From an optimization exercise on the open Yosys and OpenROAD flow, aimed at small area; shortcuts taken in it are not production practice. The RTL was checked by simulation tests, not by an equivalence proof against the original design. Power figures rest on the tool's default switching activity, not on a simulated workload.

`config.mk`:
```
export PLATFORM = sky130hd
export DESIGN_NAME = censor_rtl
export DESIGN_NICKNAME = censor_rtl
export VERILOG_FILES = /design/flow/design.v
export SDC_FILE = /design/flow/constraint.sdc
export NUM_CORES = 4
export LEC_CHECK = 0
export CAP_MARGIN = 20
export CORE_MARGIN = 2
export CORE_UTILIZATION = 45
export PLACE_DENSITY = 0.6
export SLEW_MARGIN = 20
```
`constraint.sdc`:
```
create_clock -name core_clock -period 10.0 [get_ports {clock}]
set_input_delay 2.0000 -clock core_clock [delete_from_list [all_inputs] [get_ports {clock}]]
set_output_delay 2.0000 -clock core_clock [all_outputs]
set_load 0.01 [all_outputs]
```
`design.v`:
```
`timescale 1ns / 1ps
module crc8_rtl(
    input clock,
    input reset,
    input enable,
    input init,
    input [7:0] char_in,
    output [7:0] crc_out);
    reg [7:0]   crc_reg;
    wire [7:0]  next_crc;
    assign crc_out = crc_reg;
    always @ (posedge clock)
    if(reset) begin
        crc_reg <= 8'h00;
    end
    else if(enable) begin
        if(init) begin
            crc_reg <= 8'h00;
        end
        else begin
            crc_reg <= next_crc;
        end
    end
    assign next_crc[0] = (char_in[2] ^ char_in[4] ^ char_in[5] ^ crc_reg[2] ^ crc_reg[4] ^ crc_reg[5]);
    assign next_crc[1] = (char_in[0] ^ char_in[3] ^ char_in[5] ^ char_in[6] ^ crc_reg[0] ^ crc_reg[3] ^ crc_reg[5] ^ crc_reg[6]);
    assign next_crc[2] = (char_in[0] ^ char_in[1] ^ char_in[4] ^ char_in[6] ^ char_in[7] ^ crc_reg[0] ^ crc_reg[1] ^ crc_reg[4] ^ crc_reg[6] ^ crc_reg[7]);
    assign next_crc[3] = (char_in[0] ^ char_in[1] ^ char_in[4] ^ char_in[7] ^ crc_reg[0] ^ crc_reg[1] ^ crc_reg[4] ^ crc_reg[7]);
    assign next_crc[4] = (char_in[0] ^ char_in[1] ^ char_in[4] ^ crc_reg[0] ^ crc_reg[1] ^ crc_reg[4]);
    assign next_crc[5] = (char_in[1] ^ char_in[2] ^ char_in[5] ^ crc_reg[1] ^ crc_reg[2] ^ crc_reg[5]);
    assign next_crc[6] = (char_in[0] ^ char_in[2] ^ char_in[3] ^ char_in[6] ^ crc_reg[0] ^ crc_reg[2] ^ crc_reg[3] ^ crc_reg[6]);
    assign next_crc[7] = (char_in[1] ^ char_in[3] ^ char_in[4] ^ char_in[7] ^ crc_reg[1] ^ crc_reg[3] ^ crc_reg[4] ^ crc_reg[7]);
endmodule
`timescale 1ns / 1ps
module pearson8_rtl(
    input clock,
    input reset,
    input enable,
    input init,
    input [7:0] char_in,
    output reg [7:0] hash_out
);
    localparam [2047:0] lut = {8'hd6, 8'h50, 8'h0f, 8'h0b, 8'h76, 8'hb5, 8'h5f, 8'h94, 8'h57, 8'h4a, 8'hef, 8'h25, 8'h8a, 8'h13, 8'hed, 8'h9b,
                            8'hbd, 8'haf, 8'hd2, 8'h6e, 8'h8f, 8'h74, 8'h0a, 8'had, 8'h23, 8'h92, 8'h7b, 8'h40, 8'hee, 8'h90, 8'h97, 8'h30,
                            8'h59, 8'h64, 8'hc8, 8'hb7, 8'h3d, 8'h8d, 8'h73, 8'hcc, 8'hd8, 8'hc7, 8'h00, 8'h85, 8'h14, 8'h2c, 8'h7c, 8'h81,
                            8'h1b, 8'hdd, 8'h55, 8'he3, 8'h93, 8'h87, 8'hab, 8'h19, 8'h16, 8'hf7, 8'h56, 8'h05, 8'hf0, 8'h39, 8'h04, 8'h0e,
                            8'hae, 8'h79, 8'h08, 8'h09, 8'h47, 8'h75, 8'h53, 8'he2, 8'h7d, 8'ha1, 8'h29, 8'h72, 8'hb4, 8'h5c, 8'h32, 8'h51,
                            8'hba, 8'hb9, 8'h4e, 8'h3f, 8'hc1, 8'h49, 8'h02, 8'h44, 8'hc4, 8'h4f, 8'h5a, 8'h70, 8'hec, 8'h5e, 8'h3a, 8'h67,
                            8'hf2, 8'h5d, 8'h95, 8'hac, 8'he6, 8'h83, 8'h9e, 8'h22, 8'h8c, 8'h99, 8'he9, 8'hb6, 8'h69, 8'ha4, 8'hd1, 8'hf9,
                            8'h9f, 8'h5b, 8'hbf, 8'h1c, 8'hc2, 8'h48, 8'h01, 8'h8e, 8'h06, 8'h86, 8'h63, 8'hb2, 8'h91, 8'haa, 8'he4, 8'hb3,
                            8'h7f, 8'ha8, 8'h2e, 8'hce, 8'hbb, 8'h4b, 8'h0c, 8'hda, 8'h6f, 8'hcf, 8'h36, 8'ha3, 8'h12, 8'h41, 8'hdb, 8'h28,
                            8'h80, 8'hf6, 8'hca, 8'h4d, 8'h66, 8'h0d, 8'h38, 8'hd0, 8'he7, 8'h78, 8'h34, 8'h1f, 8'h96, 8'h20, 8'hfb, 8'h27,
                            8'hff, 8'hbc, 8'hfa, 8'h26, 8'h3e, 8'h9c, 8'h7a, 8'h84, 8'h6b, 8'hc6, 8'h9d, 8'h54, 8'h2b, 8'hdf, 8'h6a, 8'hf4,
                            8'hf3, 8'hd5, 8'h07, 8'ha7, 8'hbe, 8'h68, 8'h15, 8'h42, 8'h52, 8'h24, 8'he0, 8'h77, 8'hf8, 8'hc9, 8'h37, 8'hb0,
                            8'hd9, 8'h2d, 8'h1d, 8'h60, 8'heb, 8'hd7, 8'h2f, 8'h03, 8'hcb, 8'h11, 8'h88, 8'h45, 8'h62, 8'h21, 8'h58, 8'hfc,
                            8'hb1, 8'hf1, 8'h6d, 8'ha2, 8'h6c, 8'h98, 8'h71, 8'h35, 8'hde, 8'ha9, 8'hfd, 8'ha0, 8'h7e, 8'h2a, 8'ha5, 8'h65,
                            8'hc5, 8'h31, 8'h46, 8'hd3, 8'h8b, 8'ha6, 8'hd4, 8'he8, 8'h1e, 8'h10, 8'h43, 8'h89, 8'hfe, 8'h33, 8'h61, 8'h1a,
                            8'h17, 8'hdc, 8'hc3, 8'h18, 8'he5, 8'hcd, 8'hb8, 8'h3c, 8'h4c, 8'hc0, 8'h3b, 8'hf5, 8'h9a, 8'he1, 8'h82, 8'hea};
    reg [7:0]   hash_reg;
    wire [7:0]  next_hash;
    assign hash_out = hash_reg;
    always @ (posedge clock)
    if(reset) begin
        hash_reg <= 8'h00;
    end
    else if(enable) begin
        if(init) begin
            hash_reg <= 8'h00;
        end
        else begin
            hash_reg <= next_hash;
        end
    end
    wire [7:0]  lut_index;
    assign lut_index = hash_reg ^ char_in;
    assign next_hash = lut[(8'd255 - lut_index)*8 +: 8];
endmodule
`timescale 1ns / 1ps
module bloom_filter_rtl(
    input clock,
    input reset,
    input write,             
    input [7:0] hash1,       
    input [7:0] hash2,       
    output hit               
);
    reg  [254:0] fa;         
    reg  [255:1] fb;         
    reg          fs;         
    wire [15:0] a_lo, a_hi, b_lo, b_hi;
    genvar i;
    generate
        for (i = 0; i < 16; i = i + 1) begin : g_pre
            assign a_lo[i] = write & (hash1[3:0] == i);
            assign a_hi[i] = (hash1[7:4] == i);
            assign b_lo[i] = write & (hash2[3:0] == i);
            assign b_hi[i] = (hash2[7:4] == i);
        end
        for (i = 0; i < 255; i = i + 1) begin : g_a
            always @(posedge clock)
                fa[i] <= (fa[i] & ~reset) | (a_lo[i % 16] & a_hi[i / 16]);
        end
        for (i = 1; i < 256; i = i + 1) begin : g_b
            always @(posedge clock)
                fb[i] <= (fb[i] & ~reset) | (b_lo[i % 16] & b_hi[i / 16]);
        end
    endgenerate
    always @(posedge clock)
        fs <= (fs & ~reset) | (a_lo[15] & a_hi[15]) | (b_lo[0] & b_hi[0]);
    wire [255:0] va = {fs, fa};
    wire [255:0] vb = {fb, fs};
    assign hit = va[hash1] & vb[hash2];
endmodule
`timescale 1ns / 1ps
module fifo_rtl #(parameter DEPTH = 44) (
    input clock,
    input shift,
    input [7:0] data_in,
    output [7:0] q,
    output [7:0] q_next
);
    reg [8*DEPTH-1:0] line;
    always @(posedge clock)
        if (shift) line <= {line[8*DEPTH-9:0], data_in};
    assign q = line[8*DEPTH-1 -: 8];
    assign q_next = line[8*DEPTH-9 -: 8];
endmodule
`timescale 1ns / 1ps
module censor_rtl(
    input clock,
    input reset,
    input enable,
    input bloom_write,
    input [7:0] char_in,
    output [7:0] char_out,
    output data_ready
    );
    localparam NFLAG = 22;       
    wire space_in = (char_in == 8'h20);
    wire take_text = enable & ~bloom_write;
    wire [7:0] crc, hash;
    wire hit;
    wire [7:0] oldest, next_oldest;
    crc8_rtl crc8(clock, reset, enable, space_in, char_in, crc);
    pearson8_rtl pearson8(clock, reset, enable, space_in, char_in, hash);
    bloom_filter_rtl bloom_filter(clock, reset, ~reset & enable & bloom_write & space_in, crc, hash, hit);
    fifo_rtl #(.DEPTH(44)) line(clock, take_text, char_in, oldest, next_oldest);
    reg [5:0] count;
    assign data_ready = count[5] & count[3] & count[2];
    always @(posedge clock)
        if (reset) count <= 6'd0;
        else if (take_text & ~data_ready) count <= count + 6'd1;
    reg in_word;
    always @(posedge clock)
        if (reset) in_word <= 1'b0;
        else if (enable) in_word <= space_in ? 1'b0 : (in_word | ~bloom_write);
    wire push = take_text & space_in & in_word;
    wire out_space = (oldest == 8'h20);
    wire next_space = (next_oldest == 8'h20);
    wire pop = take_text & data_ready & ~out_space & next_space;
    reg [NFLAG-1:0] flags;
    reg [4:0] nflags;
    always @(posedge clock)
        if (push) flags <= {flags[NFLAG-2:0], hit};
    always @(posedge clock)
        if (reset) nflags <= 5'd0;
        else if (push & ~pop) nflags <= nflags + 5'd1;
        else if (pop & ~push) nflags <= nflags - 5'd1;
    wire [4:0] head_idx = nflags - 5'd1;
    wire head = flags[head_idx];
    wire censor = head & ~out_space;
    assign char_out = censor ? 8'h2A : oldest;
endmodule
```
`run.sh`:
```
#!/bin/bash
# synth_recipe.tcl (not shown) runs the flow's synth.tcl, then flattens the netlist and writes it again
# the make line also repeats each setting of config.mk as NAME=value (left out here)
make -C /OpenROAD-flow-scripts/flow DESIGN_CONFIG=/design/flow/config.mk WORK_HOME=/design/flow/orfs CLKGATE_MAP_FILE= SYNTH_SCRIPT=/design/flow/synth_recipe.tcl finish
```
==> run summary <==
==> Yosys cell counts (17+ instances only) <==
| master | instances |
|---|---|
| buf_2 | 50 |
| mux4_2 | 153 |
| a21oi_1 | 60 |
| edfxtp_1 | 374 |
| nand4_1 | 17 |
| nor2_1 | 82 |
| o211ai_1 | 22 |
| o22ai_1 | 518 |
| nand3_1 | 46 |
| dfxtp_1 | 539 |
| nor3_1 | 33 |
| mux2i_1 | 25 |
| nand2_1 | 134 |
| a211oi_1 | 22 |
| clkbuf_1 | 186 |
| xnor2_1 | 35 |
| o21ai_0 | 49 |
| ha_1 | 18 |
| a311oi_1 | 17 |
| inv_1 | 523 |
| a31oi_1 | 21 |
| nor2b_1 | 19 |
==> power breakdown <==
| group | total [uW] | internal, uW | switching [uW] |
|---|---|---|---|
| combinational | 2660 | 839 | 1820 |
| sequential | 4080 | 3960 | 118 |
| clock | 3410 | 1970 | 1440 |
==> worst max path at each step <==
stage | start | end | slack, ps | cells past startpoint
after floorplan | enable | nflags[2] | 220 | 7
after global placement | char_in[0] | pearson8.hash_reg[3] | 3930 | 12
after detailed placement | enable | line.line[130] | 3980 | 6
after CTS | nflags[0] | char_out[7] | 4120 | 9
after global routing | nflags[0] | char_out[6] | 3870 | 9
final | nflags[0] | char_out[7] | 4240 | 9
==> per-stage QoR <==
stage	utilization	total power (uW)	hold WS (ps)
global placement	0.4672	6804	400.8
floorplan	-	5963	400.3
CTS	0.5047	10170	393.3
global route	0.5051	10540	408.9
detailed placement	0.4672	6749	404.5
finish	0.5051	10150	395.1
==> routing by layer <==
layer | global-route usage | vias up
met5 | 0 | -
met4 | 0.07965 | 6
met3 | 0.04856 | 216
met2 | 0.3489 | 959
met1 | 0.2994 | 12350
li1 | - | 11440
==> cells by family (layout without fill, tap and decap cells) <==
| kind of cell | count (synthesis) | count (layout) |
|---|---|---|
| adder cells (fa/ha/maj) | 18 | 18 |
| buffers and inverters | 790 | 765 |
| flip-flops | 913 | 913 |
| multiplexers | 181 | 181 |
| XOR/XNOR | 55 | 55 |
| AND/OR/NAND/NOR | 406 | 406 |
| AO/OA/AOI/OAI | 820 | 820 |
==> worst max-delay path, delay by kind of cell, from the launching register on <==
| kind | cells | cell delay (ps) |
|---|---|---|
| AO/OA/AOI/OAI | 2 | 490 |
| adder cells (fa/ha/maj) | 1 | 270 |
| buffers and inverters | 2 | 570 |
| multiplexers | 1 | 280 |
| flip-flops | 1 | 710 |
| XOR/XNOR | 1 | 380 |
| AND/OR/NAND/NOR | 2 | 440 |
==> placed cells by master, fill, tap and decap left out, types with 18 or more instances in the layout <==
| cell | Yosys | layout |
|---|---|---|
| a211oi_1 | 22 | 22 |
| a21oi_1 | 60 | 60 |
| clkbuf_1 | 186 | 23 |
| ha_1 | 18 | 18 |
| nor2_1 | 82 | 81 |
| buf_4 | 9 | 44 |
| clkdlybuf4s50_1 | 0 | 19 |
| nor2b_1 | 19 | 19 |
| dfxtp_1 | 539 | 533 |
| xnor2_1 | 35 | 32 |
| nand2_1 | 134 | 134 |
| edfxtp_1 | 374 | 374 |
| a31oi_1 | 21 | 21 |
| o211ai_1 | 22 | 22 |
| o21ai_0 | 49 | 49 |
| inv_1 | 523 | 523 |
| o22ai_1 | 518 | 518 |
| clkbuf_16 | 0 | 94 |
| nor3_1 | 33 | 33 |
| nand3_1 | 46 | 46 |
| mux2i_1 | 25 | 25 |
| clkinv_2 | 0 | 20 |
| mux4_2 | 153 | 153 |
==> layout make-up <==
type                       count  area [um2]  area share
inverter                     526        1977     0.04844
clock buffer                 127        2576     0.06312
sequential                   913       22040      0.5399
timing repair buffer          67       594.3     0.01456
clock inverter                45       450.4     0.01104
multi-input combinational   1480       11860      0.2905
tap                         1060        1326     0.03249
==> run summary <==
setup tns final 0 ps; Syn Area/Cell 11.58 um2; Synth Area in Adders 0.006108; Root Driver clkbuf_16; status no timing/DRC/antenna violations; Required @ worst endpoint 8000 ps; post-synthesis sequential area ratio 0.5972; clk_skew approximately 35 ps; Core Area roughly 81,000 um2; worst endpoint data arrival time between 3000 and 4000 ps; Critical Path Max Stage Delay slightly above 700 ps; Worst slew margin 0.2463; post-CTS resize count 0; Post-synth EDFFs between 300 and 400; setup bufs post-CTS 0; post-synthesis xor/xnor area fraction 0.01418; PwrDens about 250 nW/um2; final worst slack 4241 ps; first-pass GRT wire length around 150,000 um; Synth area leaders edfxtp_1 30%, dfxtp_1 29%, mux4_2 9.3%; slowest CP cell dfxtp_1; Pleak approximately 0.013 uW; simple-gate share of the synthesized area 0.05267; Initial Utilization 0.4563; CP max FO 12; DR WL met2 ~44,000 um; Final Critical Period approximately 5800 ps; final hold violation count 0; placed cell count about 4,000; Worst R2R Start pearson8.hash_reg[0]; Die H 290.2 um; Tot GR Track Use 0.2206; NumNets Final between 3,000 and 4,000; CP endpoint kind output port; drc violations 0; Placer Congestion 0.9106; warning count from the yosys run 6; met3 WL post-DR a little over 7000 um; Cells after Synth 3,183; Area growth syn-to-layout 10.70%; Max Used Layer met5; Syn Std Cell Area roughly 37,000 um2; hold_buf cts 0; reg2reg setup slack 6000 ps; Final period util 0.5759; die width 290.2 um; worst slew pin tran 1127 ps; Compound-Gate Fraction of Synth Area 0.1449; H-tree depth 3; Reg2Reg Depth 10; HPWL after detailed placement roughly 55,000 um; Hold Path End line.line[17]; Cell variety after synth 75; Worst Setup Start Kind flop; DR pass1 iterations 6; CTS clk-pin slew, worst paths 60 ps; First DRT Iteration DRCs between 2,000 and 3,000; largest family of logic cells by synthesized area compound AO/OA/AOI/OAI gates; I/O Pins 21; # rows roughly 100; Diodes inserted 0; Max Clk Rate roughly 170 MHz; Placed Area 37,760 um2; WL met1 slightly above 40,000 um; largest net degree at the start of global routing between 200 and 300; CTS Buf Count 92; Yosys reg bits 913; MaxCap Viol Count 0; reg-to-reg critical path endpoint pearson8.hash_reg[2]; area share of the largest cell type after synthesis 0.3046; Syn Nets about 3,200; fillers between 6,000 and 7,000; CTS Buffer Depth 3; IO buf count 20; Critical Path, Cell by Cell inv_1 -> ha_1 -> xor2_1 -> mux4_2 -> a21oi_1 -> o31ai_1 -> nand2_1 -> and2_1 -> clkdlybuf4s50_1; Setup CP Type reg -> out; Top FF cell, synth dfxtp_1; TritonCTS clock tree yes; wire per inst roughly 22 um; asr flop ratio synth 0; mux share of post-synthesis cell area 0.1012; Largest regs line.line: 352 flops, bloom_filter.fa: 255 flops, bloom_filter.fb: 255 flops; Top reg by flops line.line; non-filler cells, final between 4,000 and 5,000; Synth area leader edfxtp_1; antenna violations before repair 3; Worst Min Path Start line.line[9]; Worst-Skew Late Latency approximately 660 ps; vias in the first global route about 25,000; design area between 40,000 and 50,000 um2; number of flip-flops in the largest register about 350; Final Max Tran Viols 0; wirelength, routed around 95,000 um; worst-case vdd ir drop between 0.1 and 0.15 mV; antenna viol nets, final 0; Sink Count 913; hold depth 0; total die area between 80,000 and 90,000 um2; Min-Delay Path Class reg -> reg; global route overflow 0; proportion of layout cells with a drive suffix above 1 0.1162; setup violators final 0; vias per cell 5.919; Via Count roughly 25,000; setup repair after global routing missed its margin no; DP Worst Slack 3981 ps

==> separate check: timing with driven ports <==
The results above use ideal ports. As a check the final layout listed here was re-extracted and re-timed, cells and wires unchanged. Step 1 assumes that a clkbuf_16 drives the clock port and a buf_2 every other input. Step 2 times the ports against the registers' clock, not the clock port: input delays grow and output delays shrink by t, the midpoint of the rising clock arrivals with the driver on. Slacks: ideal ports / drivers / drivers and shift; pairs: ideal ports / drivers.
t, ns: 0.706
slack for setup (ns): 4.241 / 4.173 / 3.858
worst setup path after step 2: input to register
clock arrival spread, ns: 0.041 / 0.041
pins driven straight from the clock port: 1
After both steps this run still meets setup and hold. The setup slack of this run moves by -0.068 ns with the drivers and by -0.383 ns with both steps.
